Source: an optimization exercise on an open RTL-to-GDS flow (aim: small area and a short achievable clock period). Production flows keep margins and buffers that such runs may drop. Function was not checked in any run shown here: the RTL went through the layout flow alone.

## flow/design.v (module list and top-level ports; edited modules follow where they fit)
// module Vedic: 24 lines
// module mul32: 3480 lines
// module fa1: 4 lines
// module ha1: 4 lines
// module bsel: 3 lines
// module hai1: 4 lines
module Vedic(
  input             clk,
  input             rst,
  input      [31:0] A_5,
  input      [31:0] B_5,
  output reg [63:0] Q_REG
);
  // ...
==> flow/run.sh <==
#!/bin/bash
# synth_recipe.tcl (not shown) runs the flow's synth.tcl, then flattens the netlist and writes it again
# the make line also repeats each setting of config.mk as NAME=value (left out here)
make -C /OpenROAD-flow-scripts/flow DESIGN_CONFIG=/design/flow/config.mk WORK_HOME=/design/flow/orfs CLKGATE_MAP_FILE= SYNTH_SCRIPT=/design/flow/synth_recipe.tcl finish
==> flow/config.mk <==
export PLATFORM = sky130hd
export DESIGN_NAME = Vedic
export DESIGN_NICKNAME = Vedic
export VERILOG_FILES = /design/flow/design.v
export SDC_FILE = /design/flow/constraint.sdc
export NUM_CORES = 4
export LEC_CHECK = 0
export ABC_AREA = 1
export CAP_MARGIN = 20
export CORE_MARGIN = 2
export CORE_UTILIZATION = 40
export SLEW_MARGIN = 20
export SYNTH_HIERARCHICAL = 1
export SYNTH_MINIMUM_KEEP_SIZE = 0
==> flow/constraint.sdc <==
create_clock -name core_clock -period 14.0 [get_ports {clk}]
set_input_delay 2.8000 -clock core_clock [delete_from_list [all_inputs] [get_ports {clk}]]
set_output_delay 2.8000 -clock core_clock [all_outputs]
set_load 0.01 [all_outputs]
==> out/metrics.yaml, run 1 <==
final_layout:
  largestClassByArea: "multi-input gates"
  final_cell_area_um2: 35700
  layout.non_clock_buffers: 212
  num-fill-cells: 8246
  syn2layout_area_growth_pct: 12.3
cts:
  cts_hold_buf: 0
  cts_buffers: 17
  htreeDepth: 4
  cts_tree: "done"
  postCtsSetupRepairBufs: 0
critical_path:
  critPathKind: "flip-flop to flip-flop"
  crit_family: "adder cells"
  crit_path_cell_trace: "buf_4, nor2_1, nor2_2, buf_4, nand2_1, nand3_1, nand2_1, fa_1, fa_1, fa_1, fa_1, fa_1, fa_1, ha_1, nand2_1, inv_2, nand2_1, nor2_1, nand4_4, nor3_1, nand2_1, nand3_1, nand2_1"
  reg2reg_to: "Q_REG[55]"
  cp-startpoint: "B_5_reg[9]"
  timing.critical_path.buf_inv: 3
synthesis:
  synth_commonest_cells: "nand2_1 (2821), inv_1 (680), nand3_1 (547)"
  synthCells: 5073
  synthAdderAreaFrac_pct: 34.7
  yosysUniqueCellTypes: 32
  synth_area_leaders: "nand2_1 (33%), fa_1 (31%), dfrtp_1 (10%)"
  yosysMostFrequentCell: "nand2_1"
  muxShareOfSynthArea_pct: 0
  avgSynthCellArea_um2: 6.27
  synth_top_area_cell: "nand2_1"
  synth_compound_area_share_pct: 2.17
  synthesis.area_um2: 31800
timing:
  layout_setup_ws_ns: 6.34
  fin_crit_ns: 7.66
  rsz0062_at_grt: "false"
  final.setup_skew_ns: 0.0238
drt:
  drc: 0
  wl_met1_um: 50000
  dr.max_layer_used: "met5"
global_routing:
  grt_overflow_total: 0
  use_met2_pct: 51.7
  grt_max_degree: 70
floorplanning:
  start_util_pct: 40.4
  die_h_um: 286
  ios: 130
placement:
  dpl_cell_area_um2: 35100
status:
  status: "complete, no violations"
==> inputs of run 2 (changes only) <==
--- a/flow/config.mk
+++ b/flow/config.mk
@@ -7,3 +7,2 @@
 export LEC_CHECK = 0
-export ABC_AREA = 1
 export CAP_MARGIN = 20
==> out/metrics.yaml, run 2 <==
cts:
  cts_tree: "done"
  root_buffer: "clkbuf_16"
  clock-sinks: 128
  clk_latency_ns: 0.53
  htreeDepth: 4  # unchanged
  postCtsSetupRepairBufs: 0  # unchanged
  cts_resized: 0
  cts_buffers: 17  # unchanged
  cts_buffer_depth: 2
  clkTransAtPathRegs_ns: 0.07
  cts_hold_buf: 0  # unchanged
floorplanning:
  ios: 130  # unchanged
  die-area_um2: 71600
  core_region_area_um2: 68700
  die_h_um: 268  # -6.5%
  start_util_pct: 40.5  # +0.094 points
  die_w_um: 268
  rows: 96
placement:
  io_buffers: 129
  routabilityCongestion: 0.926
  post-dp-hpwl_um: 62400
  pre_cts_ws_ns: 5.58
synthesis:
  yosys_most_used_dff: "dfrtp_1"
  yosysMostFrequentCell: "xnor2_1"
  ys_seq_elements: 128
  synth_edf_count: 0
  synth_async_sr_flop_share_pct: 100
  synthCells: 2206  # -57%
  synth.top_cell.area_share_pct: 34.9
  synth_commonest_cells: "xnor2_1 (540), a22oi_2 (496), fa_1 (485)"
  synthesis.area_um2: 27800  # -13%
  avgSynthCellArea_um2: 12.6  # +100%
  synth_top_area_cell: "fa_1"
  synth_warnings: 7
  ys_seq_area_share_pct: 11.5
  yosysUniqueCellTypes: 53  # +66%
  synth_area_leaders: "fa_1 (35%), a22oi_2 (22%), xnor2_1 (17%)"
drt:
  vias_per_cell: 6.12
  routedWlPerCell_um: 28.7
  vias: 20600
  dr.pass1.iters: 5
  drc: 0  # unchanged
  wirelength_um: 96600
  postRouteAntennaNets: 0
  drtIter0Drc: 1505
critical_path:
  cpMostUsedCell: "fa_1"
  worstPathArrival_ns: 8.99
  critPathKind: "flip-flop to flip-flop"
  critPathRequiredTime_ns: 14.41
  critical_path.max_stage_delay_ns: 0.87
  cp_slowest_cell: "a211oi_1"
  crit_family: "adder cells"
  cp_max_fo: 39
  worstReg2RegStart: "B_5_reg[3]"
  end_kind: "flip-flop"
  timing.critical_path.buf_inv: 3  # unchanged
  cp-startpoint: "B_5_reg[3]"
  r2r_slack_ns: 5.42
  crit_path_cell_trace: "buf_4, inv_1, nand3_1, o21ai_4, buf_4, a22oi_2, xnor2_1, fa_1, fa_1, fa_1, fa_1, fa_1, fa_1, ha_1, nand4_1, nor2_1, nand3_1, o211ai_1, o211ai_1, a211oi_1, o211ai_1, and2_4, o311ai_4"
  start_kind: "flip-flop"
timing:
  fin_crit_ns: 8.58  # +0.921 ns
  worst_pin_slew_ns: 0.978
  fmax_mhz: 117
  totalNegativeSetupSlack_ns: 0
  rsz0062_at_grt: "false"
  period_share_pct: 61.3
  final.setup_skew_ns: 0.0280  # +0.00418 ns
  finalSetupViolations: 0
  slew-limit-headroom_pct: 34.4
  slew_violations: 0
  hold_viol: 0
  layout_setup_ws_ns: 5.42  # -0.921 ns
final_layout:
  num-fill-cells: 6269  # -24%
  nNetsFinal: 3077
  layout_common_cells: "xnor2_1 (540), a22oi_2 (496), fa_1 (485)"
  syn2layout_area_growth_pct: 15.0
  final_common_cell: "xnor2_1"
  drive_gt1_share_pct: 28.8
  largest_register_ff_count: 64
  num_antenna_cells: 0
run:
  cap_violations: 0
global_routing:
  grt_max_degree: 72  # +2.9%
  track_usage_pct: 27.8
  grt.met1_usage_pct: 34.4
  grt_busiest_layer: "met2"
  grt_overflow_total: 0  # unchanged
  grt_pass1_vias: 23000
  antenna_found_initial: 0
  use_met2_pct: 46.8  # -4.9 points
  grt_use_met3_pct: 5.65
  grt_pass1_wl_um: 146000
status:
  status: "complete, no violations"
hold_path:
  hold_class: "flip-flop to flip-flop"
  min_from: "A_5_reg[0]"
==> run 2: cell families (layout without fill, tap and decap cells) <==
family                   after synthesis  in the layout  share of synthesized area [%]
flip-flops                           128            128                           11.5
XOR/XNOR                             573            573                           18.1
AND/OR/NAND/NOR                      214            214                           4.02
buffers and inverters                 58            271                          0.810
AO/OA/AOI/OAI                        638            638                           25.7
multiplexers                           2              2                         0.0720
adder cells (fa/ha/maj)              592            592                           39.8
other                                  1             14                         0.0135
==> run 2: per-layer routing <==
layer | vias to the layer above | part of all wire (%) | wire (um)
met4 | 0 | 4.2 | 4010
met5 | - | 0 | 0
li1 | 8363 | - | -
met2 | 984 | 49 | 47300
met1 | 11000 | 39 | 37900
met3 | 219 | 7.6 | 7310
==> run 2: worst min-delay path, cell delays in order, from the launching register on <==
cell and delay [ns]:
dfrtp_1 0.36, buf_4 0.29, nand2_1 0.14, ha_1 0.14, xnor2_1 0.06
==> run 2: area by class of cell <==
class | count | area, um2 | share of cell area [%]
timing repair buffer | 207 | 1890 | 5.91
clock buffer | 18 | 439 | 1.37
inverter | 32 | 120 | 0.376
clock inverter | 14 | 214 | 0.669
multi-input combinational | 2033 | 24900 | 77.8
sequential | 128 | 3270 | 10.2
tap | 931 | 1160 | 3.64
==> run 2: worst paths after layout <==
| check | endpoint | cells past startpoint |
|---|---|---|
| max in group asynchronous | A_5_reg[25] | 2 |
| worst max-delay path | Q_REG[62] | 23 |
| min in group asynchronous | Q_REG[5] | 1 |
| worst min-delay path | Q_REG[0] | 4 |
| worst max register to register | Q_REG[62] | 23 |
| worst min register to register | Q_REG[0] | 4 |
==> run 2: Yosys stat by module (local to each module, per instance) <==
module	area (um2)	times used	flops+latches
mul32	3880	1	0
Vedic	3200	1	128
bsel	21.3	496	0
fa1	20.0	480	0
ha1	12.5	44	0
==> run 2: through the flow <==
step	instances	hold WS [ns]	utilization, %	area, um2
floorplan	2219	1.10	-	27800
global placement	3330	1.02	45.5	31300
detailed placement	3331	1.03	45.6	31300
CTS	3363	1.04	46.5	32000
global route	3363	1.07	46.5	32000
finish	3363	1.04	46.5	32000

[static timing again, ports no longer ideal]
The results above use ideal ports. As a check the final layouts listed here were re-extracted and re-timed, cells and wires unchanged. Step 1 sets driving cells, clkbuf_16 on the clock port and buf_2 on the other inputs (assumed; they add their load-dependent delay and slew). Step 2 adds t to the input delays and takes it off the output delays; t is the mean of the earliest and latest rising clock arrival at the registers after step 1. Input paths then give back, and output paths get back, about the clock's delay inside the block. Slacks: no drivers / after step 1 / after step 2; pairs: no drivers / after step 1.
| run | shift t [ns] | slack for setup (ns) | hold slack, ns |
|---|---|---|---|
| run 1 | 0.561 | 6.339 / 6.339 / 6.339 | 1.004 / 1.004 / 1.004 |
| run 2 | 0.583 | 5.418 / 5.418 / 5.418 | 1.036 / 1.036 / 1.036 |
After both steps setup and hold are still met in every run listed.
